From an optimization exercise on the open Yosys and OpenROAD flow, aimed at small area, a short achievable clock period and few clock cycles per item; shortcuts taken in it are not production practice. Function was not checked in any run shown here: the RTL went through the layout flow alone.

## flow/config.mk

```make
export PLATFORM = sky130hd
export DESIGN_NAME = norm5_unit
export DESIGN_NICKNAME = norm5_unit
export VERILOG_FILES = /design/flow/design.v
export SDC_FILE = /design/flow/constraint.sdc
export NUM_CORES = 8
export LEC_CHECK = 0
export CAP_MARGIN = 20
export CORE_MARGIN = 2
export CORE_UTILIZATION = 40
export SETUP_SLACK_MARGIN = 5
export SLEW_MARGIN = 20
```

## flow/constraint.sdc

```tcl
create_clock -name core_clock -period 10.0 [get_ports {clk}]
set_input_delay 2.0000 -clock core_clock [delete_from_list [all_inputs] [get_ports {clk}]]
set_output_delay 2.0000 -clock core_clock [all_outputs]
set_load 0.01 [all_outputs]
```

## flow/design.v

```verilog
`timescale 1ns / 1ps
module gain_comp_rows (input [35:0] v, output [35:0] ra, output [35:0] rb);
    wire n1 = ~v[14] ^ v[1];
    wire n2 = ~v[14] & v[1];
    wire n3 = ~v[14] ^ ~v[15] ^ v[2];
    wire n4 = (~v[14] & ~v[15]) | (~v[14] & v[2]) | (~v[15] & v[2]);
    wire n5 = v[5] ^ v[6];
    wire n6 = v[5] & v[6];
    wire n7 = ~v[15] ^ ~v[16] ^ v[3];
    wire n8 = (~v[15] & ~v[16]) | (~v[15] & v[3]) | (~v[16] & v[3]);
    wire n9 = n1 ^ v[4] ^ v[5];
    wire n10 = (n1 & v[4]) | (n1 & v[5]) | (v[4] & v[5]);
    wire n11 = v[7] ^ v[8];
    wire n12 = v[7] & v[8];
    wire n13 = n2 ^ n3 ^ n5;
    wire n14 = (n2 & n3) | (n2 & n5) | (n3 & n5);
    wire n15 = v[8] ^ v[9] ^ v[11];
    wire n16 = (v[8] & v[9]) | (v[8] & v[11]) | (v[9] & v[11]);
    wire n17 = v[12] ^ v[13];
    wire n18 = v[12] & v[13];
    wire n19 = n4 ^ n6 ^ n7;
    wire n20 = (n4 & n6) | (n4 & n7) | (n6 & n7);
    wire n21 = v[6] ^ v[7] ^ v[9];
    wire n22 = (v[6] & v[7]) | (v[6] & v[9]) | (v[7] & v[9]);
    wire n23 = v[10] ^ v[12] ^ v[13];
    wire n24 = (v[10] & v[12]) | (v[10] & v[13]) | (v[12] & v[13]);
    wire n25 = n8 ^ ~v[16] ^ ~v[17];
    wire n26 = (n8 & ~v[16]) | (n8 & ~v[17]) | (~v[16] & ~v[17]);
    wire n27 = v[4] ^ v[7] ^ v[8];
    wire n28 = (v[4] & v[7]) | (v[4] & v[8]) | (v[7] & v[8]);
    wire n29 = v[10] ^ v[11] ^ v[13];
    wire n30 = (v[10] & v[11]) | (v[10] & v[13]) | (v[11] & v[13]);
    wire n31 = ~v[17] ^ ~v[18] ^ v[5];
    wire n32 = (~v[17] & ~v[18]) | (~v[17] & v[5]) | (~v[18] & v[5]);
    wire n33 = v[8] ^ v[9] ^ v[11];
    wire n34 = (v[8] & v[9]) | (v[8] & v[11]) | (v[9] & v[11]);
    wire n35 = ~v[14] ^ ~v[18] ^ ~v[19];
    wire n36 = (~v[14] & ~v[18]) | (~v[14] & ~v[19]) | (~v[18] & ~v[19]);
    wire n37 = v[6] ^ v[9] ^ v[10];
    wire n38 = (v[6] & v[9]) | (v[6] & v[10]) | (v[9] & v[10]);
    wire n39 = v[12] ^ v[13];
    wire n40 = v[12] & v[13];
    wire n41 = ~v[15] ^ ~v[19] ^ ~v[20];
    wire n42 = (~v[15] & ~v[19]) | (~v[15] & ~v[20]) | (~v[19] & ~v[20]);
    wire n43 = v[7] ^ v[10] ^ v[11];
    wire n44 = (v[7] & v[10]) | (v[7] & v[11]) | (v[10] & v[11]);
    wire n45 = ~v[16] ^ ~v[20] ^ ~v[21];
    wire n46 = (~v[16] & ~v[20]) | (~v[16] & ~v[21]) | (~v[20] & ~v[21]);
    wire n47 = ~v[14] ^ ~v[17] ^ ~v[21];
    wire n48 = (~v[14] & ~v[17]) | (~v[14] & ~v[21]) | (~v[17] & ~v[21]);
    wire n49 = ~v[22] ^ v[9];
    wire n50 = ~v[22] & v[9];
    wire n51 = ~v[15] ^ ~v[18] ^ ~v[22];
    wire n52 = (~v[15] & ~v[18]) | (~v[15] & ~v[22]) | (~v[18] & ~v[22]);
    wire n53 = v[22] ^ v[24];
    wire n54 = v[22] & v[24];
    wire n55 = n9 ^ n11 ^ v[10];
    wire n56 = (n9 & n11) | (n9 & v[10]) | (n11 & v[10]);
    wire n57 = n10 ^ n12 ^ n13;
    wire n58 = (n10 & n12) | (n10 & n13) | (n12 & n13);
    wire n59 = n15 ^ n17;
    wire n60 = n15 & n17;
    wire n61 = n14 ^ n16 ^ n18;
    wire n62 = (n14 & n16) | (n14 & n18) | (n16 & n18);
    wire n63 = n19 ^ n21 ^ n23;
    wire n64 = (n19 & n21) | (n19 & n23) | (n21 & n23);
    wire n65 = n20 ^ n22 ^ n24;
    wire n66 = (n20 & n22) | (n20 & n24) | (n22 & n24);
    wire n67 = n25 ^ n27 ^ n29;
    wire n68 = (n25 & n27) | (n25 & n29) | (n27 & n29);
    wire n69 = n26 ^ n28 ^ n30;
    wire n70 = (n26 & n28) | (n26 & n30) | (n28 & n30);
    wire n71 = n31 ^ n33 ^ v[12];
    wire n72 = (n31 & n33) | (n31 & v[12]) | (n33 & v[12]);
    wire n73 = n32 ^ n34 ^ n35;
    wire n74 = (n32 & n34) | (n32 & n35) | (n34 & n35);
    wire n75 = n37 ^ n39 ^ 1'b1;
    wire n76 = (n37 & n39) | (n37 & 1'b1) | (n39 & 1'b1);
    wire n77 = n36 ^ n38 ^ n40;
    wire n78 = (n36 & n38) | (n36 & n40) | (n38 & n40);
    wire n79 = n41 ^ n43 ^ v[13];
    wire n80 = (n41 & n43) | (n41 & v[13]) | (n43 & v[13]);
    wire n81 = n42 ^ n44 ^ n45;
    wire n82 = (n42 & n44) | (n42 & n45) | (n44 & n45);
    wire n83 = v[8] ^ v[11] ^ v[12];
    wire n84 = (v[8] & v[11]) | (v[8] & v[12]) | (v[11] & v[12]);
    wire n85 = n46 ^ n47 ^ n49;
    wire n86 = (n46 & n47) | (n46 & n49) | (n47 & n49);
    wire n87 = v[12] ^ v[13] ^ 1'b1;
    wire n88 = (v[12] & v[13]) | (v[12] & 1'b1) | (v[13] & 1'b1);
    wire n89 = n48 ^ n50 ^ n51;
    wire n90 = (n48 & n50) | (n48 & n51) | (n50 & n51);
    wire n91 = ~v[23] ^ v[10] ^ v[13];
    wire n92 = (~v[23] & v[10]) | (~v[23] & v[13]) | (v[10] & v[13]);
    wire n93 = n52 ^ ~v[16] ^ ~v[19];
    wire n94 = (n52 & ~v[16]) | (n52 & ~v[19]) | (~v[16] & ~v[19]);
    wire n95 = ~v[23] ^ ~v[24] ^ v[11];
    wire n96 = (~v[23] & ~v[24]) | (~v[23] & v[11]) | (~v[24] & v[11]);
    wire n97 = v[14] ^ ~v[17] ^ ~v[20];
    wire n98 = (v[14] & ~v[17]) | (v[14] & ~v[20]) | (~v[17] & ~v[20]);
    wire n99 = ~v[24] ^ ~v[25] ^ v[12];
    wire n100 = (~v[24] & ~v[25]) | (~v[24] & v[12]) | (~v[25] & v[12]);
    wire n101 = v[15] ^ ~v[18] ^ ~v[21];
    wire n102 = (v[15] & ~v[18]) | (v[15] & ~v[21]) | (~v[18] & ~v[21]);
    wire n103 = ~v[25] ^ ~v[26] ^ v[13];
    wire n104 = (~v[25] & ~v[26]) | (~v[25] & v[13]) | (~v[26] & v[13]);
    wire n105 = v[14] ^ v[16] ^ ~v[19];
    wire n106 = (v[14] & v[16]) | (v[14] & ~v[19]) | (v[16] & ~v[19]);
    wire n107 = ~v[22] ^ ~v[26] ^ ~v[27];
    wire n108 = (~v[22] & ~v[26]) | (~v[22] & ~v[27]) | (~v[26] & ~v[27]);
    wire n109 = v[15] ^ v[17] ^ ~v[20];
    wire n110 = (v[15] & v[17]) | (v[15] & ~v[20]) | (v[17] & ~v[20]);
    wire n111 = ~v[23] ^ ~v[27] ^ ~v[28];
    wire n112 = (~v[23] & ~v[27]) | (~v[23] & ~v[28]) | (~v[27] & ~v[28]);
    wire n113 = v[16] ^ v[18] ^ ~v[21];
    wire n114 = (v[16] & v[18]) | (v[16] & ~v[21]) | (v[18] & ~v[21]);
    wire n115 = ~v[24] ^ ~v[28] ^ ~v[29];
    wire n116 = (~v[24] & ~v[28]) | (~v[24] & ~v[29]) | (~v[28] & ~v[29]);
    wire n117 = v[17] ^ v[19] ^ ~v[22];
    wire n118 = (v[17] & v[19]) | (v[17] & ~v[22]) | (v[19] & ~v[22]);
    wire n119 = ~v[25] ^ ~v[29] ^ ~v[30];
    wire n120 = (~v[25] & ~v[29]) | (~v[25] & ~v[30]) | (~v[29] & ~v[30]);
    wire n121 = v[18] ^ v[20] ^ ~v[23];
    wire n122 = (v[18] & v[20]) | (v[18] & ~v[23]) | (v[20] & ~v[23]);
    wire n123 = ~v[26] ^ ~v[30] ^ ~v[31];
    wire n124 = (~v[26] & ~v[30]) | (~v[26] & ~v[31]) | (~v[30] & ~v[31]);
    wire n125 = v[19] ^ v[21] ^ ~v[24];
    wire n126 = (v[19] & v[21]) | (v[19] & ~v[24]) | (v[21] & ~v[24]);
    wire n127 = ~v[27] ^ ~v[31] ^ ~v[32];
    wire n128 = (~v[27] & ~v[31]) | (~v[27] & ~v[32]) | (~v[31] & ~v[32]);
    wire n129 = v[20] ^ v[22] ^ ~v[25];
    wire n130 = (v[20] & v[22]) | (v[20] & ~v[25]) | (v[22] & ~v[25]);
    wire n131 = ~v[28] ^ ~v[32] ^ ~v[33];
    wire n132 = (~v[28] & ~v[32]) | (~v[28] & ~v[33]) | (~v[32] & ~v[33]);
    wire n133 = v[21] ^ v[23] ^ ~v[26];
    wire n134 = (v[21] & v[23]) | (v[21] & ~v[26]) | (v[23] & ~v[26]);
    wire n135 = ~v[29] ^ ~v[33] ^ ~v[34];
    wire n136 = (~v[29] & ~v[33]) | (~v[29] & ~v[34]) | (~v[33] & ~v[34]);
    wire n137 = n53 ^ ~v[27] ^ ~v[30];
    wire n138 = (n53 & ~v[27]) | (n53 & ~v[30]) | (~v[27] & ~v[30]);
    wire n139 = ~v[34] ^ v[35] ^ 1'b1;
    wire n140 = (~v[34] & v[35]) | (~v[34] & 1'b1) | (v[35] & 1'b1);
    wire n141 = n54 ^ v[23] ^ v[25];
    wire n142 = (n54 & v[23]) | (n54 & v[25]) | (v[23] & v[25]);
    wire n143 = ~v[28] ^ ~v[31] ^ v[35];
    wire n144 = (~v[28] & ~v[31]) | (~v[28] & v[35]) | (~v[31] & v[35]);
    wire n145 = v[24] ^ v[26] ^ ~v[29];
    wire n146 = (v[24] & v[26]) | (v[24] & ~v[29]) | (v[26] & ~v[29]);
    wire n147 = ~v[32] ^ 1'b1;
    wire n148 = ~v[32] & 1'b1;
    wire n149 = v[25] ^ v[27] ^ ~v[30];
    wire n150 = (v[25] & v[27]) | (v[25] & ~v[30]) | (v[27] & ~v[30]);
    wire n151 = ~v[33] ^ 1'b1;
    wire n152 = ~v[33] & 1'b1;
    wire n153 = v[26] ^ v[28] ^ ~v[31];
    wire n154 = (v[26] & v[28]) | (v[26] & ~v[31]) | (v[28] & ~v[31]);
    wire n155 = ~v[34] ^ 1'b1;
    wire n156 = ~v[34] & 1'b1;
    wire n157 = v[27] ^ v[29] ^ ~v[32];
    wire n158 = (v[27] & v[29]) | (v[27] & ~v[32]) | (v[29] & ~v[32]);
    wire n159 = v[28] ^ v[30];
    wire n160 = v[28] & v[30];
    wire n161 = v[29] ^ v[31];
    wire n162 = v[29] & v[31];
    wire n163 = n55 ^ v[11];
    wire n164 = n55 & v[11];
    wire n165 = n56 ^ n57 ^ n59;
    wire n166 = (n56 & n57) | (n56 & n59) | (n57 & n59);
    wire n167 = n58 ^ n60 ^ n61;
    wire n168 = (n58 & n60) | (n58 & n61) | (n60 & n61);
    wire n169 = n62 ^ n64 ^ n65;
    wire n170 = (n62 & n64) | (n62 & n65) | (n64 & n65);
    wire n171 = n66 ^ n68 ^ n69;
    wire n172 = (n66 & n68) | (n66 & n69) | (n68 & n69);
    wire n173 = n70 ^ n72 ^ n73;
    wire n174 = (n70 & n72) | (n70 & n73) | (n72 & n73);
    wire n175 = n74 ^ n76 ^ n77;
    wire n176 = (n74 & n76) | (n74 & n77) | (n76 & n77);
    wire n177 = n78 ^ n80 ^ n81;
    wire n178 = (n78 & n80) | (n78 & n81) | (n80 & n81);
    wire n179 = n82 ^ n84 ^ n85;
    wire n180 = (n82 & n84) | (n82 & n85) | (n84 & n85);
    wire n181 = n86 ^ n88 ^ n89;
    wire n182 = (n86 & n88) | (n86 & n89) | (n88 & n89);
    wire n183 = n90 ^ n92 ^ n93;
    wire n184 = (n90 & n92) | (n90 & n93) | (n92 & n93);
    wire n185 = n94 ^ n96 ^ n97;
    wire n186 = (n94 & n96) | (n94 & n97) | (n96 & n97);
    wire n187 = n98 ^ n100 ^ n101;
    wire n188 = (n98 & n100) | (n98 & n101) | (n100 & n101);
    wire n189 = n102 ^ n104 ^ n105;
    wire n190 = (n102 & n104) | (n102 & n105) | (n104 & n105);
    wire n191 = n106 ^ n108 ^ n109;
    wire n192 = (n106 & n108) | (n106 & n109) | (n108 & n109);
    wire n193 = n110 ^ n112 ^ n113;
    wire n194 = (n110 & n112) | (n110 & n113) | (n112 & n113);
    wire n195 = n114 ^ n116 ^ n117;
    wire n196 = (n114 & n116) | (n114 & n117) | (n116 & n117);
    wire n197 = n118 ^ n120 ^ n121;
    wire n198 = (n118 & n120) | (n118 & n121) | (n120 & n121);
    wire n199 = n122 ^ n124 ^ n125;
    wire n200 = (n122 & n124) | (n122 & n125) | (n124 & n125);
    wire n201 = n126 ^ n128 ^ n129;
    wire n202 = (n126 & n128) | (n126 & n129) | (n128 & n129);
    wire n203 = n130 ^ n132 ^ n133;
    wire n204 = (n130 & n132) | (n130 & n133) | (n132 & n133);
    wire n205 = n134 ^ n136 ^ n137;
    wire n206 = (n134 & n136) | (n134 & n137) | (n136 & n137);
    wire n207 = n138 ^ n140 ^ n141;
    wire n208 = (n138 & n140) | (n138 & n141) | (n140 & n141);
    wire n209 = n142 ^ n144 ^ n145;
    wire n210 = (n142 & n144) | (n142 & n145) | (n144 & n145);
    wire n211 = n146 ^ n148 ^ n149;
    wire n212 = (n146 & n148) | (n146 & n149) | (n148 & n149);
    wire n213 = n150 ^ n152 ^ n153;
    wire n214 = (n150 & n152) | (n150 & n153) | (n152 & n153);
    wire n215 = n154 ^ n156 ^ n157;
    wire n216 = (n154 & n156) | (n154 & n157) | (n156 & n157);
    wire n217 = n158 ^ n159 ^ ~v[33];
    wire n218 = (n158 & n159) | (n158 & ~v[33]) | (n159 & ~v[33]);
    wire n219 = n160 ^ n161 ^ ~v[34];
    wire n220 = (n160 & n161) | (n160 & ~v[34]) | (n161 & ~v[34]);
    wire n221 = n162 ^ v[30] ^ v[32];
    wire n222 = (n162 & v[30]) | (n162 & v[32]) | (v[30] & v[32]);
    wire n223 = v[31] ^ v[33];
    wire n224 = v[31] & v[33];
    wire n225 = v[32] ^ v[34];
    wire n226 = v[32] & v[34];
    wire n227 = n163 ^ v[12];
    wire n228 = n163 & v[12];
    wire n229 = n164 ^ n165 ^ 1'b1;
    wire n230 = (n164 & n165) | (n164 & 1'b1) | (n165 & 1'b1);
    wire n231 = n166 ^ n167 ^ n63;
    wire n232 = (n166 & n167) | (n166 & n63) | (n167 & n63);
    wire n233 = n168 ^ n169 ^ n67;
    wire n234 = (n168 & n169) | (n168 & n67) | (n169 & n67);
    wire n235 = n170 ^ n171 ^ n71;
    wire n236 = (n170 & n171) | (n170 & n71) | (n171 & n71);
    wire n237 = n172 ^ n173 ^ n75;
    wire n238 = (n172 & n173) | (n172 & n75) | (n173 & n75);
    wire n239 = n174 ^ n175 ^ n79;
    wire n240 = (n174 & n175) | (n174 & n79) | (n175 & n79);
    wire n241 = n176 ^ n177 ^ n83;
    wire n242 = (n176 & n177) | (n176 & n83) | (n177 & n83);
    wire n243 = n178 ^ n179 ^ n87;
    wire n244 = (n178 & n179) | (n178 & n87) | (n179 & n87);
    wire n245 = n180 ^ n181 ^ n91;
    wire n246 = (n180 & n181) | (n180 & n91) | (n181 & n91);
    wire n247 = n182 ^ n183 ^ n95;
    wire n248 = (n182 & n183) | (n182 & n95) | (n183 & n95);
    wire n249 = n184 ^ n185 ^ n99;
    wire n250 = (n184 & n185) | (n184 & n99) | (n185 & n99);
    wire n251 = n186 ^ n187 ^ n103;
    wire n252 = (n186 & n187) | (n186 & n103) | (n187 & n103);
    wire n253 = n188 ^ n189 ^ n107;
    wire n254 = (n188 & n189) | (n188 & n107) | (n189 & n107);
    wire n255 = n190 ^ n191 ^ n111;
    wire n256 = (n190 & n191) | (n190 & n111) | (n191 & n111);
    wire n257 = n192 ^ n193 ^ n115;
    wire n258 = (n192 & n193) | (n192 & n115) | (n193 & n115);
    wire n259 = n194 ^ n195 ^ n119;
    wire n260 = (n194 & n195) | (n194 & n119) | (n195 & n119);
    wire n261 = n196 ^ n197 ^ n123;
    wire n262 = (n196 & n197) | (n196 & n123) | (n197 & n123);
    wire n263 = n198 ^ n199 ^ n127;
    wire n264 = (n198 & n199) | (n198 & n127) | (n199 & n127);
    wire n265 = n200 ^ n201 ^ n131;
    wire n266 = (n200 & n201) | (n200 & n131) | (n201 & n131);
    wire n267 = n202 ^ n203 ^ n135;
    wire n268 = (n202 & n203) | (n202 & n135) | (n203 & n135);
    wire n269 = n204 ^ n205 ^ n139;
    wire n270 = (n204 & n205) | (n204 & n139) | (n205 & n139);
    wire n271 = n206 ^ n207 ^ n143;
    wire n272 = (n206 & n207) | (n206 & n143) | (n207 & n143);
    wire n273 = n208 ^ n209 ^ n147;
    wire n274 = (n208 & n209) | (n208 & n147) | (n209 & n147);
    wire n275 = n210 ^ n211 ^ n151;
    wire n276 = (n210 & n211) | (n210 & n151) | (n211 & n151);
    wire n277 = n212 ^ n213 ^ n155;
    wire n278 = (n212 & n213) | (n212 & n155) | (n213 & n155);
    wire n279 = n214 ^ n215 ^ v[35];
    wire n280 = (n214 & n215) | (n214 & v[35]) | (n215 & v[35]);
    wire n281 = n216 ^ n217 ^ 1'b1;
    wire n282 = (n216 & n217) | (n216 & 1'b1) | (n217 & 1'b1);
    wire n283 = n218 ^ n219 ^ 1'b1;
    wire n284 = (n218 & n219) | (n218 & 1'b1) | (n219 & 1'b1);
    wire n285 = n220 ^ n221 ^ v[35];
    wire n286 = (n220 & n221) | (n220 & v[35]) | (n221 & v[35]);
    wire n287 = n222 ^ n223 ^ 1'b1;
    wire n288 = (n222 & n223) | (n222 & 1'b1) | (n223 & 1'b1);
    wire n289 = n224 ^ n225 ^ 1'b1;
    wire n290 = (n224 & n225) | (n224 & 1'b1) | (n225 & 1'b1);
    wire n291 = n226 ^ v[33] ^ ~v[35];
    wire n292 = (n226 & v[33]) | (n226 & ~v[35]) | (v[33] & ~v[35]);
    wire n293 = v[34] ^ 1'b1;
    wire n294 = v[34] & 1'b1;
    assign ra = {1'b1, n294, n292, n290, n288, n286, n284, n282, n280, n278, n276, n274, n272, n270, n268, n266, n264, n262, n260, n258, n256, n254, n252, n250, n248, n246, n244, n242, n240, n238, n236, n234, n232, n230, n228, n227};
    assign rb = {1'b0, ~v[35], n293, n291, n289, n287, n285, n283, n281, n279, n277, n275, n273, n271, n269, n267, n265, n263, n261, n259, n257, n255, n253, n251, n249, n247, n245, n243, n241, n239, n237, n235, n233, n231, n229, 1'b1};
endmodule
`timescale 1ns / 1ps
module norm5_unit #(
    parameter DIMENSIONS    = 5,
    parameter DATA_WIDTH    = 32,
    parameter CORDIC_WIDTH  = 38,
    parameter CORDIC_STAGES = 16,
    parameter ANGLE_WIDTH   = 16
)(
    input                              clk,
    input                              nreset,
    input                              start,
    input  [DIMENSIONS*DATA_WIDTH-1:0] w_in,
    output [DIMENSIONS*DATA_WIDTH-1:0] w_out,
    output                             done
);
    localparam W  = 36;      
    localparam OW = 22;      
    localparam CW = W - 6;   
    reg st_idle;    
    reg st_a1;      
    reg st_v;       
    reg st_va;      
    reg st_vb;      
    reg st_r1l;     
    reg st_r;       
    reg st_ra;      
    reg st_rb;      
    reg st_rc;      
    reg [1:0] p;
    reg [3:0] i;     
    reg [3:0] ix;    
    reg wo3, wo4, wo5;
    reg s0;          
    reg tsel;        
    reg ysg;         
    reg rinx, rcnx, riny, rcny;
    reg done_r;
    reg signed [W-1:0] X, Y;
    reg        f;                
    reg        qf;               
    reg        zf;               
    reg [15:0] T1;               
    reg        n1;               
    reg [OW-1:0] O3, O4, O5;     
    wire [15:0] T2 = O3[15:0];
    wire [15:0] T3 = O4[15:0];
    wire [15:0] T4 = O5[15:0];
    reg [W-1:0]  RA, RB;         
    wire [31:0] w1 = w_in[31:0];
    wire [31:0] w2 = w_in[63:32];
    wire [31:0] w3 = w_in[95:64];
    wire [31:0] w4 = w_in[127:96];
    wire [31:0] w5 = w_in[159:128];
    wire [31:0] wsel = st_idle ? w2 :
                       st_a1   ? w1 :
                       (p == 2'd0) ? w3 : (p == 2'd1) ? w4 : w5;
    wire [W-1:0] ld = {wsel[29:0], 6'b0} ^ {W{wsel[31]}};
    reg [15:0] Tcur;
    always @(*) begin
        case (p)
            2'd0:    Tcur = T4;
            2'd1:    Tcur = T3;
            2'd2:    Tcur = T2;
            default: Tcur = T1;
        endcase
    end
    wire vd  = ~s0 & ysg;
    wire inx = st_v ? vd : rinx;
    wire cnx = st_v ? (s0 ? f : ysg) : rcnx;
    wire iny = st_v ? ~vd : riny;
    wire cny = st_v ? (s0 ? ~f : ~ysg) : rcny;
    wire signed [W-1:0] ysh = Y >>> i;
    wire signed [W-1:0] xsh = X >>> ix;
    wire [W:0] xs = {X, 1'b1} + {ysh ^ {W{inx}}, cnx};
    wire [W:0] ys = {Y, 1'b1} + {xsh ^ {W{iny}}, cny};
    wire [W-1:0] xa = xs[W:1];
    wire [W-1:0] ya = ys[W:1];
    wire [W-1:0] tin = tsel ? Y : X;
    wire [W-1:0] ra, rb;
    gain_comp_rows u_gc (.v(tin), .ra(ra), .rb(rb));
    always @(posedge clk) begin
        RA <= ra;
        RB <= rb;
    end
    wire [W-1:0]  cs  = RA + RB;
    wire [CW-1:0] cpa = cs[W-1:6];                 
    wire nn = (p == 2'd0) ? T3[0] : (p == 2'd1) ? T2[0] : n1;
    localparam [W-1:0] ONE = 36'h004000000;    
    localparam [W-1:0] MONE = -ONE;
    always @(posedge clk) begin
        if (st_idle | st_a1 | st_va | st_vb)
            X <= ld;
        else if (st_v | st_r | st_ra)
            X <= xa;
        else if (st_r1l)
            X <= zf ? {W{1'b0}} : ONE;
        else if (st_rb)
            X <= (p == 2'd3) ? {cpa, 6'b0} : {W{1'b0}};
        if (st_idle)
            Y <= {W{1'b0}};
        else if (st_a1 | st_v | st_r | st_va)
            Y <= ya;
        else if (st_r1l)
            Y <= zf ? {W{1'b0}} : (f ? MONE : ONE);
        else if (st_vb | st_rb | st_rc)
            Y <= {cpa ^ {CW{st_rb & nn & (p != 2'd3)}}, {6{st_rb & nn & (p != 2'd3)}}};
        if (st_idle | st_a1 | st_va) f <= wsel[31];
        else if (st_rb) f <= nn;
        if (st_a1) begin qf <= w1[31] ^ w2[31]; n1 <= w1[31]; end
        else if (st_va) qf <= wsel[31];
        if (st_idle) zf <= ~|w_in;
    end
    always @(posedge clk) ysg <= ya[W-1];
    wire [15:0] Tnext = (p == 2'd0) ? T3 : (p == 2'd1) ? T2 : T1;    
    reg  nd;
    always @(*) begin
        if (st_rb)        nd = Tnext[0];           
        else if (st_r1l)  nd = T4[2];              
        else if (s0)      nd = Tcur[1];            
        else              nd = Tcur[2];            
    end
    wire n0 = st_rb;                               
    wire nf = st_rb ? nn : f;
    always @(posedge clk) begin
        if (st_idle) begin
            rinx <= 1'b0; rcnx <= 1'b0; riny <= 1'b0; rcny <= wsel[31];
        end else begin
            rinx <= nd;
            rcnx <= n0 ? (nd ^ nf) : nd;
            riny <= n0 ? 1'b0 : ~nd;
            rcny <= n0 ? nf : ~nd;
        end
    end
    wire r = (st_v & s0) ? qf : (ysg ^ qf);
    wire rsh = st_r & ~s0;
    always @(posedge clk) begin
        if ((st_v && p == 2'd0) || (rsh && p == 2'd3)) T1 <= {r, T1[15:1]};
        if (wo3) O3 <= cpa[OW-1:0];
        else if ((st_v && p == 2'd1) || (rsh && p == 2'd2)) O3[15:0] <= {r, O3[15:1]};
        if (wo4) O4 <= cpa[OW-1:0];
        else if ((st_v && p == 2'd2) || (rsh && p == 2'd1)) O4[15:0] <= {r, O4[15:1]};
        if (wo5) O5 <= cpa[OW-1:0];
        else if ((st_v && p == 2'd3) || st_r1l || (rsh && p == 2'd0)) O5[15:0] <= {r, O5[15:1]};
    end
    always @(posedge clk or negedge nreset) begin
        if (~nreset) begin
            st_idle <= 1'b1;
            st_a1 <= 1'b0; st_v <= 1'b0; st_va <= 1'b0; st_vb <= 1'b0; st_r1l <= 1'b0;
            st_r <= 1'b0; st_ra <= 1'b0; st_rb <= 1'b0; st_rc <= 1'b0;
            p <= 2'd0;
            i <= 4'd0;
            ix <= 4'd0;
            wo3 <= 1'b0; wo4 <= 1'b0; wo5 <= 1'b0;
            s0 <= 1'b1;
            tsel <= 1'b0;
            done_r <= 1'b0;
        end else begin
            st_idle <= (st_idle & ~start) | st_rc;
            st_a1   <= st_idle & start;
            st_v    <= st_a1 | st_vb | (st_v & ~(i == 4'd15) & ~(p == 2'd3 && i == 4'd14));
            st_va   <= st_v & (i == 4'd15) & (p != 2'd3);
            st_vb   <= st_va;
            st_r1l  <= st_v & (p == 2'd3) & (i == 4'd14);
            st_r    <= st_r1l | (st_rb & (p != 2'd3)) | (st_r & (i != 4'd15));
            st_ra   <= st_r & (i == 4'd15);
            st_rb   <= st_ra;
            st_rc   <= st_rb & (p == 2'd3);
            wo5 <= st_rb & (p == 2'd0);
            wo4 <= st_rb & (p == 2'd1);
            wo3 <= st_rb & (p == 2'd2);
            done_r <= st_rc;
            tsel <= st_ra;
            s0 <= st_a1 | st_vb | st_rb | (s0 & ~(st_v | st_r | st_r1l));
            if (st_a1 | st_r1l) p <= 2'd0;
            else if (st_vb | st_rb) p <= p + 2'd1;
            if (st_a1 | st_vb | st_rb) begin i <= 4'd0; ix <= 4'd0; end
            else if (st_r1l) begin i <= 4'd1; ix <= 4'd1; end
            else if (st_v | st_r) begin i <= i + 4'd1; ix <= ix + 4'd1; end
        end
    end
    assign done = done_r;
    wire [OW-1:0] r1 = Y[OW+5:6];
    wire [OW-1:0] r2 = X[OW+5:6];
    assign w_out = {{(32-OW){O5[OW-1]}}, O5,
                    {(32-OW){O4[OW-1]}}, O4,
                    {(32-OW){O3[OW-1]}}, O3,
                    {(32-OW){r2[OW-1]}}, r2,
                    {(32-OW){r1[OW-1]}}, r1};
endmodule
```

## flow/flow/run.sh

```bash
#!/bin/bash
set -euo pipefail
sed 's/SETUP_SLACK_MARGIN=[0-9.]*/SETUP_SLACK_MARGIN=6.5/' standard.sh > standard_margin.sh
bash standard_margin.sh > standard.log 2>&1
```

## flow/standard.sh

```bash
#!/bin/bash
# synth_recipe.tcl (not shown) runs the flow's synth.tcl, then flattens the netlist and writes it again
# the make line also repeats each setting of config.mk as NAME=value (left out here)
make -C /OpenROAD-flow-scripts/flow DESIGN_CONFIG=/design/flow/config.mk WORK_HOME=/design/flow/orfs CLKGATE_MAP_FILE= SYNTH_SCRIPT=/design/flow/synth_recipe.tcl "${@:-finish}"
```

==> impl_metrics.env, run 1 <==
export IMPL_ant_nets=0
export IMPL_worst_slew_pin_slew_ps=1293
export IMPL_hpwl_microns=70360
export IMPL_grt_max_degree=74
export IMPL_fin_tns_setup_ps=0
export IMPL_synth_edf_count=121
export IMPL_cts_tree="yes"
export IMPL_wl_microns=99570
export IMPL_path_cells="buf_12 > mux4_2 > and2_1 > a31oi_1 > nor2_1 > a21oi_1 > xor2_1 > buf_4 > fa_2 > a21o_1 > a21o_1 > a211oi_2 > o41a_1 > o31ai_4 > buf_4 > a21oi_2 > o21ai_2 > a21o_1 > a21oi_2 > xor2_1 > o21ai_1"
export IMPL_yosysUniqueCellTypes=76
export IMPL_vias=23034
export IMPL_hold_violations=0
export IMPL_placed_cells=3557
export IMPL_reg2reg_from="i[0]"
export IMPL_initial_core_util_pct=40.42
export IMPL_syn_to_final_growth_pct=36.72
export IMPL_die_h_microns=251.0
export IMPL_antenna_found_initial=2
export IMPL_grtUsageTotal_pct=30.07
export IMPL_synth_ff_type="edfxtp_1"
export IMPL_portBuffers=323
export IMPL_netlist_instances=2661
export IMPL_die_area_sq_um=62980
export IMPL_place_gp_congestion=1.003
export IMPL_crit_fanout=5
export IMPL_clk_path_buf_depth=3
export IMPL_cts_inserted_buffers=31
export IMPL_stdcell_count=3916
export IMPL_clkTransAtPathRegs_ps=70
export IMPL_cp_common_cell="a21o_1"
export IMPL_grt_pass1_vias=22088
export IMPL_status="complete, no violations"
export IMPL_fin_crit_sh_pct=47.43
export IMPL_synth_cell_area_sq_um=24390
export IMPL_holdWs_ps=403.3
export IMPL_reg2regPathDepth=21
export IMPL_fmax_mhz=210.8
export IMPL_max_stage_delay_ps=500
export IMPL_drive_gt1_share_pct=28.68
export IMPL_criticalPathCategory="reg -> reg"
export IMPL_yosysWarnings=1
export IMPL_grt_ovfl_total=0
export IMPL_nNetsFinal=3522
export IMPL_grt_pass1_wl_microns=142800
export IMPL_postSynthAreaPerCell_sq_um=9.167
export IMPL_first_pass_iters=5
export IMPL_cp_slowest_cell="dfrtp_4"
export IMPL_route_detailed_drc=0
export IMPL_ys_ff_latch=257
export IMPL_synth_seq_area_share_pct=26.58
export IMPL_syn_nets=3080
export IMPL_rsz0062_at_grt="yes"
export IMPL_min_delay_start="st_ra"
export IMPL_startpoint_type="flip-flop"
export IMPL_finalClockSkew_ps=24.03
export IMPL_drv_cap=0
export IMPL_root_buffer="clkbuf_16"
export IMPL_slew_viol_final=0
export IMPL_drtIter0Drc=2062
export IMPL_endpoint_kind="flip-flop"
export IMPL_utilization_pct=55.26
export IMPL_wl_per_cell_microns=25.43
export IMPL_vias_per_cell=5.882
export IMPL_ys_async_sr_fraction_pct=9.728
export IMPL_setup_viol=0
export IMPL_core_sq_um=60360
export IMPL_reg2reg_setup_slack_ps=5260
export IMPL_startpoint="i[0]"
export IMPL_timing_slew_headroom_pct=13.48
export IMPL_endpoint="X[33]"
export IMPL_ios=324
export IMPL_worstPathArrival_ps=5080
export IMPL_rr_endpoint="X[33]"
export IMPL_insertion_delay_ps=630
export IMPL_h_tree_depth=1
export IMPL_hold_class="reg -> reg"
export IMPL_num_rows=90
export IMPL_layout_min_cycle_time_ps=4743
export IMPL_cts_sinks=257
export IMPL_critPathRequiredTime_ps=10340
export IMPL_dieWidth_microns=251.0
[layout make-up]
class | count | area, sq um
diodes | 6 | 15.01
repair buffers | 642 | 6212
flip-flops and latches | 257 | 6584
well taps | 782 | 978.4
multi-input cells | 1960 | 17620
inverters | 207 | 825.8
clock buffers | 42 | 940.9
clock inverters | 16 | 152.6
fillers | 5363 | 27000
repair inverters | 4 | 25.02
[per-layer routing]
| layer | vias to the layer above | GRT usage [%] | share of wire (%) |
|---|---|---|---|
| met5 | - | 0 | 0 |
| met4 | 0 | 16.21 | 6.4 |
| met3 | 266 | 7.227 | 10 |
| met1 | 11238 | 40.68 | 41 |
| met2 | 1276 | 44.40 | 42 |
| li1 | 10254 | - | - |
[Yosys cell counts, drive strengths merged (23+ instances only)]
library cell | instances | area [sq um]
dfxtp | 111 | 2222
dfrtp | 23 | 575.6
a21oi | 218 | 1099
xor2 | 114 | 998.5
a221oi | 38 | 339.1
mux4 | 47 | 1059
clkbuf | 105 | 394.1
edfxtp | 121 | 3633
nor4 | 43 | 275.3
mux2 | 88 | 991.0
mux2i | 96 | 960.9
nand2 | 177 | 664.4
a211oi | 26 | 195.2
a21o | 53 | 397.9
a31oi | 30 | 193.9
ha | 134 | 1677
nand3 | 31 | 155.2
nor3 | 39 | 195.2
buf | 132 | 854.6
nor2 | 195 | 732.0
fa | 122 | 2442
inv | 207 | 777.0
nor2b | 23 | 143.9
xnor2 | 109 | 954.7
nand4 | 23 | 143.9
o21ai | 172 | 864.6
[logic make-up after synthesis]
| kind of cell | count (synthesis) | synth area share, % |
|---|---|---|
| xor+xnor | 223 | 8.006 |
| fa+ha+maj | 256 | 16.88 |
| flops | 257 | 26.58 |
| compound gates | 647 | 16.47 |
| simple gates | 603 | 11.42 |
| buf+inv | 444 | 8.304 |
| mux | 231 | 12.34 |
[critical path, delay by kind of cell, from the launching register on]
family,cells,cell delay (ps)
mux,1,490
compound gates,12,2050
simple gates,2,240
xor+xnor,2,330
fa+ha+maj,1,380
buf+inv,3,480
flops,1,500
[how the worst min path moves through the flow]
stage                 to  cells past startpoint  slack (ps)
finish              tsel                      0         400
global route        tsel                      0         410
CTS                 tsel                      0         400
detailed placement  tsel                      0         390
global placement    tsel                      0         370
floorplan           tsel                      0         370
[layout by cell type (no fill, tap or decap), types with 21 or more instances in the layout]
cell type	instances
buf_4	218
nor2_1	184
a21oi_1	179
nand2_1	174
inv_1	167
clkdlybuf4s50_1	164
edfxtp_1	121
dlygate4sd2_1	114
ha_1	112
o21ai_0	105
xor2_1	100
fa_1	100
buf_6	93
dfxtp_1	90
xnor2_1	89
mux2i_1	72
mux2_2	71
a21o_1	53
mux4_2	47
o21ai_1	44
clkbuf_16	36
a21oi_2	35
nor4_1	32
nor3_1	31
inv_2	27
nand3_1	26
a31oi_1	24
nand4_1	23
fa_2	22
nor2b_1	21
a221oi_1	21
[registers in the layout (all words and copies together), names as in the netlist, 2 cells and up]
signal  flops
p           2
T1         16
i           4
O5         22
ix          4
O3         22
RB         34
RA         35
X          36
O4         22
Y          36
[repair_timing]
item | 4_1_cts | 5_1_grt
setup endpoints to repair | 275 | 154
buffers inserted | 204 | 76
gates resized for setup | 570 | 213
hold buffers | 0 | 0
gates cloned | 13 | 2
pin swaps | 130 | 108
[through the flow]
step	cell area [sq um]	setup WS [ps]
floorplan	24780	5587
global placement	27930	4180
detailed placement	27940	4167
CTS	31850	5305
global route	33340	5043
finish	33350	5257
==> run 2: changes to the inputs <==
==> flow/flow/run.sh (replaced) <==
#!/bin/bash
# The standard layout (standard.sh), with the port buffers made of the smallest
# buffer cell (sky130_fd_sc_hd__buf_1) instead of the one buffer_ports picks by default.
set -euo pipefail
sed 's|"\${@:-finish}"|BUFFER_PORTS_ARGS="-buffer_cell sky130_fd_sc_hd__buf_1" "${@:-finish}"|' standard.sh > standard_buf.sh
grep -q BUFFER_PORTS_ARGS standard_buf.sh
bash standard_buf.sh > standard.log 2>&1
==> run 2 against run 1 <==
Net effect: sequential share of layout area up 4.1 points; still clean; largest cell class unchanged; die area unchanged; hold slack better by 13 ps; maximum frequency down 3.4%; clock skew up 19 ps; highest routed layer is now met5; count of clock-buffer cells in the layout down 2; cell count down 7.0%; setup slack worse by 170 ps.
==> impl_metrics.env, run 2 <==
export IMPL_yosysTopAreaCell="edfxtp_1"
export IMPL_ys_top_cells_by_count="a21oi_1, inv_1, nor2_1, nand2_1, o21ai_0"
export IMPL_yosysWarnings=1
export IMPL_wl_per_cell_microns=23.81
export IMPL_worst_slew_pin_slew_ps=1265
export IMPL_slew_viol_final=0
export IMPL_finalClockSkew_ps=42.99
export IMPL_ant_nets=0
export IMPL_holdWs_ps=416.3
export IMPL_synth_cell_area_sq_um=24390
export IMPL_ios=324
export IMPL_ys_ff_latch=257
export IMPL_drive_gt1_share_pct=11.34
export IMPL_yosysTopAreaCellShare_pct=14.89
export IMPL_grtUsageTotal_pct=26.52
export IMPL_drtIter0Drc=1877
export IMPL_syn_nets=3080
export IMPL_clk_path_buf_depth=3
export IMPL_utilization_pct=45.13
export IMPL_fin_tns_setup_ps=0
export IMPL_cts_sinks=257
export IMPL_hold_violations=0
export IMPL_root_buffer="clkbuf_16"
export IMPL_syn_to_final_growth_pct=11.67
export IMPL_rsz0062_at_grt="yes"
export IMPL_grt_pass1_vias=20229
export IMPL_yosysUniqueCellTypes=76
export IMPL_antenna_found_initial=5
export IMPL_clkTransAtPathRegs_ps=60
export IMPL_critPathRequiredTime_ps=10350
export IMPL_portBuffers=323
export IMPL_vias_per_cell=5.809
export IMPL_wl_microns=86750
export IMPL_die_h_microns=251.0
export IMPL_endpoint_kind="flip-flop"
export IMPL_layout_commonest_cell="buf_1"
export IMPL_postSynthAreaPerCell_sq_um=9.167
export IMPL_setup_viol=0
export IMPL_die_area_sq_um=62980
export IMPL_final_cell_mix="buf_1, a21oi_1, inv_1, nor2_1, nand2_1"
export IMPL_hold_class="reg -> reg"
export IMPL_insertion_delay_ps=620
export IMPL_grt_max_degree=74
export IMPL_grt_ovfl_total=0
export IMPL_netlist_instances=2661
export IMPL_yosysMostFrequentCell="a21oi_1"
export IMPL_cts_tree="yes"
export IMPL_h_tree_depth=1
export IMPL_grt_pass1_wl_microns=127500
export IMPL_status="complete, no violations"
export IMPL_nNetsFinal=3255
export IMPL_layout_min_cycle_time_ps=4911
export IMPL_core_sq_um=60360
export IMPL_num_rows=90
export IMPL_vias=21163
export IMPL_worstPathArrival_ps=5260
export IMPL_crit_fanout=6
export IMPL_initial_core_util_pct=40.42
export IMPL_fillers=5912
export IMPL_ctsHoldBuffers=0
export IMPL_ys_async_sr_fraction_pct=9.728
export IMPL_route_detailed_drc=0
export IMPL_fin_crit_sh_pct=49.11
export IMPL_synthTopCellsByArea="edfxtp_1, fa_1, dfxtp_1"
export IMPL_hpwl_microns=67400
export IMPL_place_gp_congestion=0.9694
export IMPL_stdcell_count=3643
export IMPL_dieWidth_microns=251.0
export IMPL_synth_ff_type="edfxtp_1"
export IMPL_biggestRegsByFlops="X (36), Y (36), RA (35)"
export IMPL_startpoint_type="flip-flop"
export IMPL_drv_cap=0
export IMPL_synth_edf_count=121
export IMPL_cts_inserted_buffers=30
export IMPL_fmax_mhz=203.6
export IMPL_first_pass_iters=6
export IMPL_criticalPathCategory="reg -> reg"
export IMPL_synth_seq_area_share_pct=26.58
export IMPL_timing_slew_headroom_pct=15.36
export IMPL_placed_cells=3555
-- run 2: changes by cell type in the layout (fill, tap and decap cells not counted), moves of 27 or more --
cell	delta
a21oi_2	-29
a21oi_1	+33
dlygate4sd2_1	-114
o21ai_1	-36
clkdlybuf4s50_1	-164
buf_6	-91
buf_1	+323
o21ai_0	+54
inv_1	+34
buf_4	-175
inv_2	-27
-- run 2: final timing paths --
| path | start | endpoint | slack [ps] | cells after the start |
|---|---|---|---|---|
| min in group asynchronous | nreset | wo4 | 1400 | 2 |
| hold reg to reg | st_ra | tsel | 420 | 0 |
| max in group asynchronous | nreset | i[3] | 8260 | 2 |
| hold / removal | st_ra | tsel | 420 | 0 |
| setup / recovery | i[0] | X[32] | 5090 | 16 |
| setup reg to reg | i[0] | X[32] | 5090 | 16 |
-- run 2: final cells by class --
class	count	area, sq um	area share (%)
multi-input combinational	1960	16220	59.55
sequential	257	6507	23.89
timing repair buffer	376	1698	6.233
tap	782	978.4	3.592
clock buffer	40	880.8	3.234
inverter	207	798.3	2.930
clock inverter	14	123.9	0.4547
timing repair inverter	4	25.02	0.09186
antenna	3	7.507	0.02756
-- run 2: repair_timing --
item,CTS,global route
pin swaps,0,10
resized for setup,17,47
endpoints found under the setup margin,30,20
setup buffers,8,17
hold endpoints to repair,0,0
cloned,3,2
-- run 2: layer usage --
metal	wire (microns)	global-route usage, %
met3	7630	6.026
met4	3551	9.881
met1	37840	37.09
met5	27	0
met2	37700	40.04
-- run 2: kinds of logic after synthesis --
logic type	Yosys count	share of synthesized area, %
multiplexers	231	12.34
AND/OR/NAND/NOR	603	11.42
adder cells (fa/ha/maj)	256	16.88
AO/OA/AOI/OAI	647	16.47
flip-flops	257	26.58
XOR/XNOR	223	8.006
buffers and inverters	444	8.304
-- run 2: worst max-delay path: stages, from the launching register on --
cell      delay, ps
dfrtp_4         490
buf_8           150
mux4_2          550
mux4_2          510
xnor2_1         140
ha_1            370
nand3_2         140
o22ai_1         120
a221oi_2        360
o22ai_2         160
or2_4           280
a221o_1         380
a221oi_2        340
nor2_1           80
mux2_1          310
o21ai_1         160
a22oi_1         110
-- run 2: per-stage QoR --
step	setup slack, ps	instance area [sq um]
after global placement	4161	25700
after global routing	4951	27230
after detailed placement	4089	25710
final	5089	27240
after floorplan	5032	24390
after CTS	5023	26850
==> run 3: changes to the inputs <==
--- a/flow/design.v
+++ b/flow/design.v
@@ -1,3 +1,3 @@
 `timescale 1ns / 1ps
-module gain_comp_rows (input [35:0] v, output [35:0] ra, output [35:0] rb);
+module gain_comp (input [35:0] v, output [35:0] s);
     wire n1 = ~v[14] ^ v[1];
@@ -296,4 +296,5 @@
     wire n294 = v[34] & 1'b1;
-    assign ra = {1'b1, n294, n292, n290, n288, n286, n284, n282, n280, n278, n276, n274, n272, n270, n268, n266, n264, n262, n260, n258, n256, n254, n252, n250, n248, n246, n244, n242, n240, n238, n236, n234, n232, n230, n228, n227};
-    assign rb = {1'b0, ~v[35], n293, n291, n289, n287, n285, n283, n281, n279, n277, n275, n273, n271, n269, n267, n265, n263, n261, n259, n257, n255, n253, n251, n249, n247, n245, n243, n241, n239, n237, n235, n233, n231, n229, 1'b1};
+    wire [35:0] ra = {1'b1, n294, n292, n290, n288, n286, n284, n282, n280, n278, n276, n274, n272, n270, n268, n266, n264, n262, n260, n258, n256, n254, n252, n250, n248, n246, n244, n242, n240, n238, n236, n234, n232, n230, n228, n227};
+    wire [35:0] rb = {1'b0, ~v[35], n293, n291, n289, n287, n285, n283, n281, n279, n277, n275, n273, n271, n269, n267, n265, n263, n261, n259, n257, n255, n253, n251, n249, n247, n245, n243, n241, n239, n237, n235, n233, n231, n229, 1'b1};
+    assign s = ra + rb;
 endmodule
@@ -316,22 +317,14 @@
     localparam OW = 22;      
-    localparam CW = W - 6;   
-    reg st_idle;    
-    reg st_a1;      
-    reg st_v;       
-    reg st_va;      
-    reg st_vb;      
-    reg st_r1l;     
-    reg st_r;       
-    reg st_ra;      
-    reg st_rb;      
-    reg st_rc;      
-    reg [1:0] p;
-    reg [3:0] i;     
-    reg [3:0] ix;    
-    reg wo3, wo4, wo5;
-    reg s0;          
-    reg tsel;        
-    reg ysg;         
-    reg rinx, rcnx, riny, rcny;
-    reg done_r;
+    localparam P_IDLE = 3'd0,    
+               P_A1   = 3'd1,    
+               P_V    = 3'd2,    
+               P_VS   = 3'd3,    
+               P_R1L  = 3'd4,    
+               P_R    = 3'd5,    
+               P_RSY  = 3'd6,    
+               P_RSX  = 3'd7;    
+    reg  [2:0] ph;
+    reg  [1:0] p;
+    reg  [3:0] i;
+    reg        done_r;
     reg signed [W-1:0] X, Y;
@@ -346,3 +339,2 @@
     wire [15:0] T4 = O5[15:0];
-    reg [W-1:0]  RA, RB;         
     wire [31:0] w1 = w_in[31:0];
@@ -352,5 +344,10 @@
     wire [31:0] w5 = w_in[159:128];
-    wire [31:0] wsel = st_idle ? w2 :
-                       st_a1   ? w1 :
-                       (p == 2'd0) ? w3 : (p == 2'd1) ? w4 : w5;
+    reg [31:0] wsel;
+    always @(*) begin
+        case (ph)
+            P_IDLE:  wsel = w2;
+            P_A1:    wsel = w1;
+            default: wsel = (p == 2'd0) ? w3 : (p == 2'd1) ? w4 : w5;
+        endcase
+    end
     wire [W-1:0] ld = {wsel[29:0], 6'b0} ^ {W{wsel[31]}};
@@ -365,22 +362,17 @@
     end
-    wire vd  = ~s0 & ysg;
-    wire inx = st_v ? vd : rinx;
-    wire cnx = st_v ? (s0 ? f : ysg) : rcnx;
-    wire iny = st_v ? ~vd : riny;
-    wire cny = st_v ? (s0 ? ~f : ~ysg) : rcny;
+    wire isV = (ph == P_V);
+    wire s0  = (i == 4'd0);
+    wire d   = isV ? (~s0 & Y[W-1]) : (s0 ? Tcur[0] : Tcur[1]);
+    wire ix  = d;
+    wire cx  = s0 ? (d ^ f) : d;
+    wire iy  = (s0 & ~isV) ? 1'b0 : ~d;
+    wire cy  = s0 ? (isV ? ~f : f) : ~d;
     wire signed [W-1:0] ysh = Y >>> i;
-    wire signed [W-1:0] xsh = X >>> ix;
-    wire [W:0] xs = {X, 1'b1} + {ysh ^ {W{inx}}, cnx};
-    wire [W:0] ys = {Y, 1'b1} + {xsh ^ {W{iny}}, cny};
-    wire [W-1:0] xa = xs[W:1];
-    wire [W-1:0] ya = ys[W:1];
-    wire [W-1:0] tin = tsel ? Y : X;
-    wire [W-1:0] ra, rb;
-    gain_comp_rows u_gc (.v(tin), .ra(ra), .rb(rb));
-    always @(posedge clk) begin
-        RA <= ra;
-        RB <= rb;
-    end
-    wire [W-1:0]  cs  = RA + RB;
-    wire [CW-1:0] cpa = cs[W-1:6];                 
+    wire signed [W-1:0] xsh = X >>> i;
+    wire [W-1:0] xa = X + (ysh ^ {W{ix}}) + cx;
+    wire [W-1:0] ya = Y + (xsh ^ {W{iy}}) + cy;
+    wire signed [W-1:0] sci = (ph == P_RSY) ? Y : X;
+    wire [W-1:0] sc;
+    gain_comp u_gc (.v(sci), .s(sc));
+    wire [W-1:0] sct = {sc[W-1:6], 6'b0};
     wire nn = (p == 2'd0) ? T3[0] : (p == 2'd1) ? T2[0] : n1;
@@ -389,55 +381,35 @@
     always @(posedge clk) begin
-        if (st_idle | st_a1 | st_va | st_vb)
-            X <= ld;
-        else if (st_v | st_r | st_ra)
-            X <= xa;
-        else if (st_r1l)
-            X <= zf ? {W{1'b0}} : ONE;
-        else if (st_rb)
-            X <= (p == 2'd3) ? {cpa, 6'b0} : {W{1'b0}};
-        if (st_idle)
-            Y <= {W{1'b0}};
-        else if (st_a1 | st_v | st_r | st_va)
-            Y <= ya;
-        else if (st_r1l)
-            Y <= zf ? {W{1'b0}} : (f ? MONE : ONE);
-        else if (st_vb | st_rb | st_rc)
-            Y <= {cpa ^ {CW{st_rb & nn & (p != 2'd3)}}, {6{st_rb & nn & (p != 2'd3)}}};
-        if (st_idle | st_a1 | st_va) f <= wsel[31];
-        else if (st_rb) f <= nn;
-        if (st_a1) begin qf <= w1[31] ^ w2[31]; n1 <= w1[31]; end
-        else if (st_va) qf <= wsel[31];
-        if (st_idle) zf <= ~|w_in;
-    end
-    always @(posedge clk) ysg <= ya[W-1];
-    wire [15:0] Tnext = (p == 2'd0) ? T3 : (p == 2'd1) ? T2 : T1;    
-    reg  nd;
-    always @(*) begin
-        if (st_rb)        nd = Tnext[0];           
-        else if (st_r1l)  nd = T4[2];              
-        else if (s0)      nd = Tcur[1];            
-        else              nd = Tcur[2];            
-    end
-    wire n0 = st_rb;                               
-    wire nf = st_rb ? nn : f;
-    always @(posedge clk) begin
-        if (st_idle) begin
-            rinx <= 1'b0; rcnx <= 1'b0; riny <= 1'b0; rcny <= wsel[31];
-        end else begin
-            rinx <= nd;
-            rcnx <= n0 ? (nd ^ nf) : nd;
-            riny <= n0 ? 1'b0 : ~nd;
-            rcny <= n0 ? nf : ~nd;
-        end
+        case (ph)
+            P_IDLE: begin X <= ld; Y <= {W{1'b0}}; f <= wsel[31]; zf <= ~|w_in; end
+            P_A1:   begin X <= ld; Y <= ya; f <= wsel[31]; qf <= w1[31] ^ w2[31]; n1 <= w1[31]; end
+            P_V:    begin X <= xa; Y <= ya; end
+            P_VS:   begin X <= ld; Y <= sct; f <= wsel[31]; qf <= wsel[31]; end
+            P_R1L:  begin
+                        X <= zf ? {W{1'b0}} : ONE;
+                        Y <= zf ? {W{1'b0}} : (f ? MONE : ONE);
+                    end
+            P_R:    begin X <= xa; Y <= ya; end
+            P_RSY:  begin Y <= sc; end
+            P_RSX:  begin
+                        if (p != 2'd3) begin
+                            X <= {W{1'b0}};
+                            Y <= sct ^ {W{nn}};
+                            f <= nn;
+                        end else begin
+                            X <= sc;
+                        end
+                    end
+        endcase
     end
-    wire r = (st_v & s0) ? qf : (ysg ^ qf);
-    wire rsh = st_r & ~s0;
+    wire r = (isV & s0) ? qf : (Y[W-1] ^ qf);
+    wire rsh = (ph == P_R) & ~s0;
+    wire rsy = (ph == P_RSY);
     always @(posedge clk) begin
-        if ((st_v && p == 2'd0) || (rsh && p == 2'd3)) T1 <= {r, T1[15:1]};
-        if (wo3) O3 <= cpa[OW-1:0];
-        else if ((st_v && p == 2'd1) || (rsh && p == 2'd2)) O3[15:0] <= {r, O3[15:1]};
-        if (wo4) O4 <= cpa[OW-1:0];
-        else if ((st_v && p == 2'd2) || (rsh && p == 2'd1)) O4[15:0] <= {r, O4[15:1]};
-        if (wo5) O5 <= cpa[OW-1:0];
-        else if ((st_v && p == 2'd3) || st_r1l || (rsh && p == 2'd0)) O5[15:0] <= {r, O5[15:1]};
+        if ((isV && p == 2'd0) || (rsh && p == 2'd3)) T1 <= {r, T1[15:1]};
+        if (rsy && p == 2'd2) O3 <= sc[OW+5:6];
+        else if ((isV && p == 2'd1) || (rsh && p == 2'd2)) O3[15:0] <= {r, O3[15:1]};
+        if (rsy && p == 2'd1) O4 <= sc[OW+5:6];
+        else if ((isV && p == 2'd2) || (rsh && p == 2'd1)) O4[15:0] <= {r, O4[15:1]};
+        if (rsy && p == 2'd0) O5 <= sc[OW+5:6];
+        else if ((isV && p == 2'd3) || ph == P_R1L || (rsh && p == 2'd0)) O5[15:0] <= {r, O5[15:1]};
     end
@@ -445,34 +417,29 @@
         if (~nreset) begin
-            st_idle <= 1'b1;
-            st_a1 <= 1'b0; st_v <= 1'b0; st_va <= 1'b0; st_vb <= 1'b0; st_r1l <= 1'b0;
-            st_r <= 1'b0; st_ra <= 1'b0; st_rb <= 1'b0; st_rc <= 1'b0;
+            ph <= P_IDLE;
             p <= 2'd0;
             i <= 4'd0;
-            ix <= 4'd0;
-            wo3 <= 1'b0; wo4 <= 1'b0; wo5 <= 1'b0;
-            s0 <= 1'b1;
-            tsel <= 1'b0;
             done_r <= 1'b0;
         end else begin
-            st_idle <= (st_idle & ~start) | st_rc;
-            st_a1   <= st_idle & start;
-            st_v    <= st_a1 | st_vb | (st_v & ~(i == 4'd15) & ~(p == 2'd3 && i == 4'd14));
-            st_va   <= st_v & (i == 4'd15) & (p != 2'd3);
-            st_vb   <= st_va;
-            st_r1l  <= st_v & (p == 2'd3) & (i == 4'd14);
-            st_r    <= st_r1l | (st_rb & (p != 2'd3)) | (st_r & (i != 4'd15));
-            st_ra   <= st_r & (i == 4'd15);
-            st_rb   <= st_ra;
-            st_rc   <= st_rb & (p == 2'd3);
-            wo5 <= st_rb & (p == 2'd0);
-            wo4 <= st_rb & (p == 2'd1);
-            wo3 <= st_rb & (p == 2'd2);
-            done_r <= st_rc;
-            tsel <= st_ra;
-            s0 <= st_a1 | st_vb | st_rb | (s0 & ~(st_v | st_r | st_r1l));
-            if (st_a1 | st_r1l) p <= 2'd0;
-            else if (st_vb | st_rb) p <= p + 2'd1;
-            if (st_a1 | st_vb | st_rb) begin i <= 4'd0; ix <= 4'd0; end
-            else if (st_r1l) begin i <= 4'd1; ix <= 4'd1; end
-            else if (st_v | st_r) begin i <= i + 4'd1; ix <= ix + 4'd1; end
+            done_r <= (ph == P_RSX) && (p == 2'd3);
+            case (ph)
+                P_IDLE: if (start) ph <= P_A1;
+                P_A1:   begin ph <= P_V; p <= 2'd0; i <= 4'd0; end
+                P_V: begin
+                    i <= i + 4'd1;
+                    if (p == 2'd3 && i == 4'd14) ph <= P_R1L;
+                    else if (i == 4'd15) ph <= P_VS;
+                end
+                P_VS:   begin ph <= P_V; p <= p + 2'd1; i <= 4'd0; end
+                P_R1L:  begin ph <= P_R; p <= 2'd0; i <= 4'd1; end
+                P_R: begin
+                    i <= i + 4'd1;
+                    if (i == 4'd15) ph <= P_RSY;
+                end
+                P_RSY:  ph <= P_RSX;
+                P_RSX: begin
+                    i <= 4'd0;
+                    if (p == 2'd3) ph <= P_IDLE;
+                    else begin ph <= P_R; p <= p + 2'd1; end
+                end
+            endcase
         end
==> flow/run.sh (new file) <==
#!/bin/bash
# synth_recipe.tcl (not shown) runs the flow's synth.tcl, then flattens the netlist and writes it again
# the make line also repeats each setting of config.mk as NAME=value (left out here)
make -C /OpenROAD-flow-scripts/flow DESIGN_CONFIG=/design/flow/config.mk WORK_HOME=/design/flow/orfs CLKGATE_MAP_FILE= SYNTH_SCRIPT=/design/flow/synth_recipe.tcl finish
--- a/flow/config.mk
+++ b/flow/config.mk
@@ -7,2 +7,3 @@
 export LEC_CHECK = 0
+export ABC_CLOCK_PERIOD_IN_PS = 4000
 export CAP_MARGIN = 20
removed: flow/flow/run.sh
removed: flow/standard.sh
==> run 3 against run 2 <==
Net effect: sequential share of layout area is 6.8 points lower; final area rose by 7.8%; setup slack worse by 1500 ps; routed wire length rose by 5.8%; area after synthesis shrank 5.8%; die area fell by 5.8%; via count rose by 3.5%; global-route usage increased by 3.8 points; critical path depth increased by 11; critical endpoint is now Y[24]; largest cell class unchanged.
==> impl_metrics.env, run 3 <==
export IMPL_insertion_delay_ps=510
export IMPL_vias=21911
export IMPL_h_tree_depth=4
export IMPL_die_h_microns=243.6
export IMPL_yosysMostFrequentCell="nand2_1"
export IMPL_antenna_cells=0
export IMPL_synth_seq_area_share_pct=21.75
export IMPL_startpoint_type="flip-flop"
export IMPL_ys_async_sr_fraction_pct=5.952
export IMPL_ctsHoldBuffers=0
export IMPL_die_area_sq_um=59360
export IMPL_synth_edf_count=158
export IMPL_fin_crit_sh_pct=64.55
export IMPL_startpoint="ph[0]"
export IMPL_grt_ovfl_total=0
export IMPL_ant_nets=0
export IMPL_ys_top_cells_by_count="nand2_1, inv_1, o21ai_0, a21oi_1, edfxtp_1"
export IMPL_holdWs_ps=423.1
export IMPL_fin_tns_setup_ps=0
export IMPL_crit_fanout=5
export IMPL_yosysTopAreaCellShare_pct=20.66
export IMPL_dieWidth_microns=243.6
export IMPL_wl_microns=91790
export IMPL_cts_inserted_buffers=17
export IMPL_postSynthAreaPerCell_sq_um=8.590
export IMPL_antenna_found_initial=1
export IMPL_yosysTopAreaCell="edfxtp_1"
export IMPL_core_sq_um=56600
export IMPL_fmax_mhz=154.9
export IMPL_setup_viol=0
export IMPL_portBuffers=323
export IMPL_ys_ff_latch=168
export IMPL_biggestRegsByFlops="X (36), Y (36)"
export IMPL_drive_gt1_share_pct=15.06
export IMPL_drtIter0Drc=2183
export IMPL_yosysUniqueCellTypes=75
export IMPL_grtUsageTotal_pct=30.34
export IMPL_final_cell_mix="nand2_1, clkdlybuf4s50_1, inv_1, edfxtp_1, a21oi_1"
export IMPL_yosysWarnings=1
export IMPL_layout_commonest_cell="nand2_1"
export IMPL_syn_to_final_growth_pct=27.81
export IMPL_synth_cell_area_sq_um=22970
export IMPL_nNetsFinal=3348
export IMPL_hpwl_microns=69280
export IMPL_reg2reg_from="ph[0]"
export IMPL_first_pass_iters=6
export IMPL_grt_pass1_vias=21860
export IMPL_finalClockSkew_ps=25.41
export IMPL_cts_tree="yes"
export IMPL_grt_pass1_wl_microns=135400
export IMPL_syn_nets=3087
export IMPL_worstPathArrival_ps=6640
export IMPL_layout_min_cycle_time_ps=6455
export IMPL_ios=324
export IMPL_num_rows=87
export IMPL_clkTransAtPathRegs_ps=80
export IMPL_worst_slew_pin_slew_ps=1152
export IMPL_synth_ff_type="edfxtp_1"
export IMPL_root_buffer="clkbuf_16"
export IMPL_stdcell_area_sq_um=29360
export IMPL_criticalPathCategory="reg -> reg"
export IMPL_wl_per_cell_microns=24.78
export IMPL_grt_max_degree=66
export IMPL_hold_class="reg -> reg"
export IMPL_timing_slew_headroom_pct=22.36
export IMPL_dpl_cell_area_sq_um=26590
export IMPL_rsz0062_at_grt="yes"
export IMPL_min_delay_start="T1[13]"
export IMPL_vias_per_cell=5.915
export IMPL_drv_cap=0
export IMPL_layout_setup_ws_ps=3545
export IMPL_place_gp_congestion=1.060
export IMPL_endpoint_kind="flip-flop"
export IMPL_synthTopCellsByArea="edfxtp_1, fa_1, ha_1"
export IMPL_slew_viol_final=0
export IMPL_hold_violations=0
export IMPL_cts_sinks=168
export IMPL_status="complete, no violations"
export IMPL_route_detailed_drc=0
export IMPL_netlist_instances=2674
export IMPL_critPathRequiredTime_ps=10190
export IMPL_clk_path_buf_depth=2
export IMPL_initial_core_util_pct=40.58
export IMPL_pre_cts_ws_ps=2596
run 3: metrics by stage:
step	util [%]	instances
2_1_floorplan	-	2674
3_3_place_gp	46.97	3557
3_5_place_dp	46.97	3557
4_1_cts	50.88	3671
5_1_grt	51.87	3704
6_report	51.87	3704
run 3: cells by family after synthesis:
family,after synthesis,synth area share [%]
simple gates,685,13.57
compound gates,669,18.41
buf+inv,480,9.435
fa+ha+maj,252,17.46
mux,213,11.48
xor+xnor,207,7.893
flops,168,21.75
run 3: metal layers:
layer	track usage [%]	vias up	share of wire, %
met2	48.68	1123	45
met4	15.03	2	5.7
met1	37.82	10623	39
li1	-	9917	-
met3	7.898	246	9.6
met5	0	-	0.012
run 3: timing repair:
action | in CTS | in global routing
setup endpoints to repair | 136 | 136
cloned | 4 | 0
buffers inserted | 78 | 33
pin swaps | 65 | 46
resized for setup | 155 | 78
run 3: worst max-delay path, cell delays in order, from the launching register on:
cell and delay (ps):
dfrtp_2 430, nor2b_4 120, and2_4 250, buf_12 160
buf_12 120, mux2i_4 250, and2_4 190, nor2_4 40
xnor2_2 130, fa_2 530, inv_2 40, fa_2 350
fa_1 510, inv_2 40, fa_2 530, inv_2 40
ha_4 160, a2111oi_4 390, o21a_1 270, o221ai_4 180
and3_4 240, buf_4 140, buf_6 110, o31ai_4 210
buf_6 160, nand2_4 60, xor2_4 300, o221ai_1 180
run 3: worst paths after layout:
path	end	slack, ps	depth (start not counted)
max in group asynchronous	i[0]	7690	1
hold / removal	T1[12]	420	0
setup reg to reg	Y[24]	3540	27
setup / recovery	Y[24]	3540	27
hold reg to reg	T1[12]	420	0
min in group asynchronous	p[1]	1870	1
run 3: layout make-up:
cell class,instances,area [sq um]
clock inverters,15,178.9
clock buffers,17,425.4
inverters,253,975.9
flip-flops and latches,168,5002
well taps,756,945.9
multi-input cells,2027,17120
repair inverters,2,17.52
repair buffers,466,4693
fillers,5238,27250

[static timing again, ports no longer ideal]
The results above use ideal ports. As a check the final layouts listed here were re-extracted and re-timed, cells and wires unchanged. Step 1, drivers: a clkbuf_16 drives clk and a buf_2 each remaining input, both assumed. Step 2, shift: input delay + t, output delay - t, t = (earliest + latest rising clock arrival at the registers) / 2. This alone moves slack from input paths to output paths. Slacks: ideal / step 1 / step 2; pairs: ideal / step 1.
run | t, ns | setup WS [ns] | worst setup path at the end | slew at the worst register clock pin (ns) | worst slew at a driven data input, ns
run 1 | 0.682 | 5.257 / 5.257 / 5.257 | register to register | 0.07 / 0.07 | 0.10
run 2 | 0.662 | 5.089 / 5.089 / 5.089 | register to register | 0.07 / 0.07 | 0.09
run 3 | 0.561 | 3.545 / 3.545 / 3.545 | register to register | 0.10 / 0.10 | 0.05
After both steps every run listed still meets setup and hold.
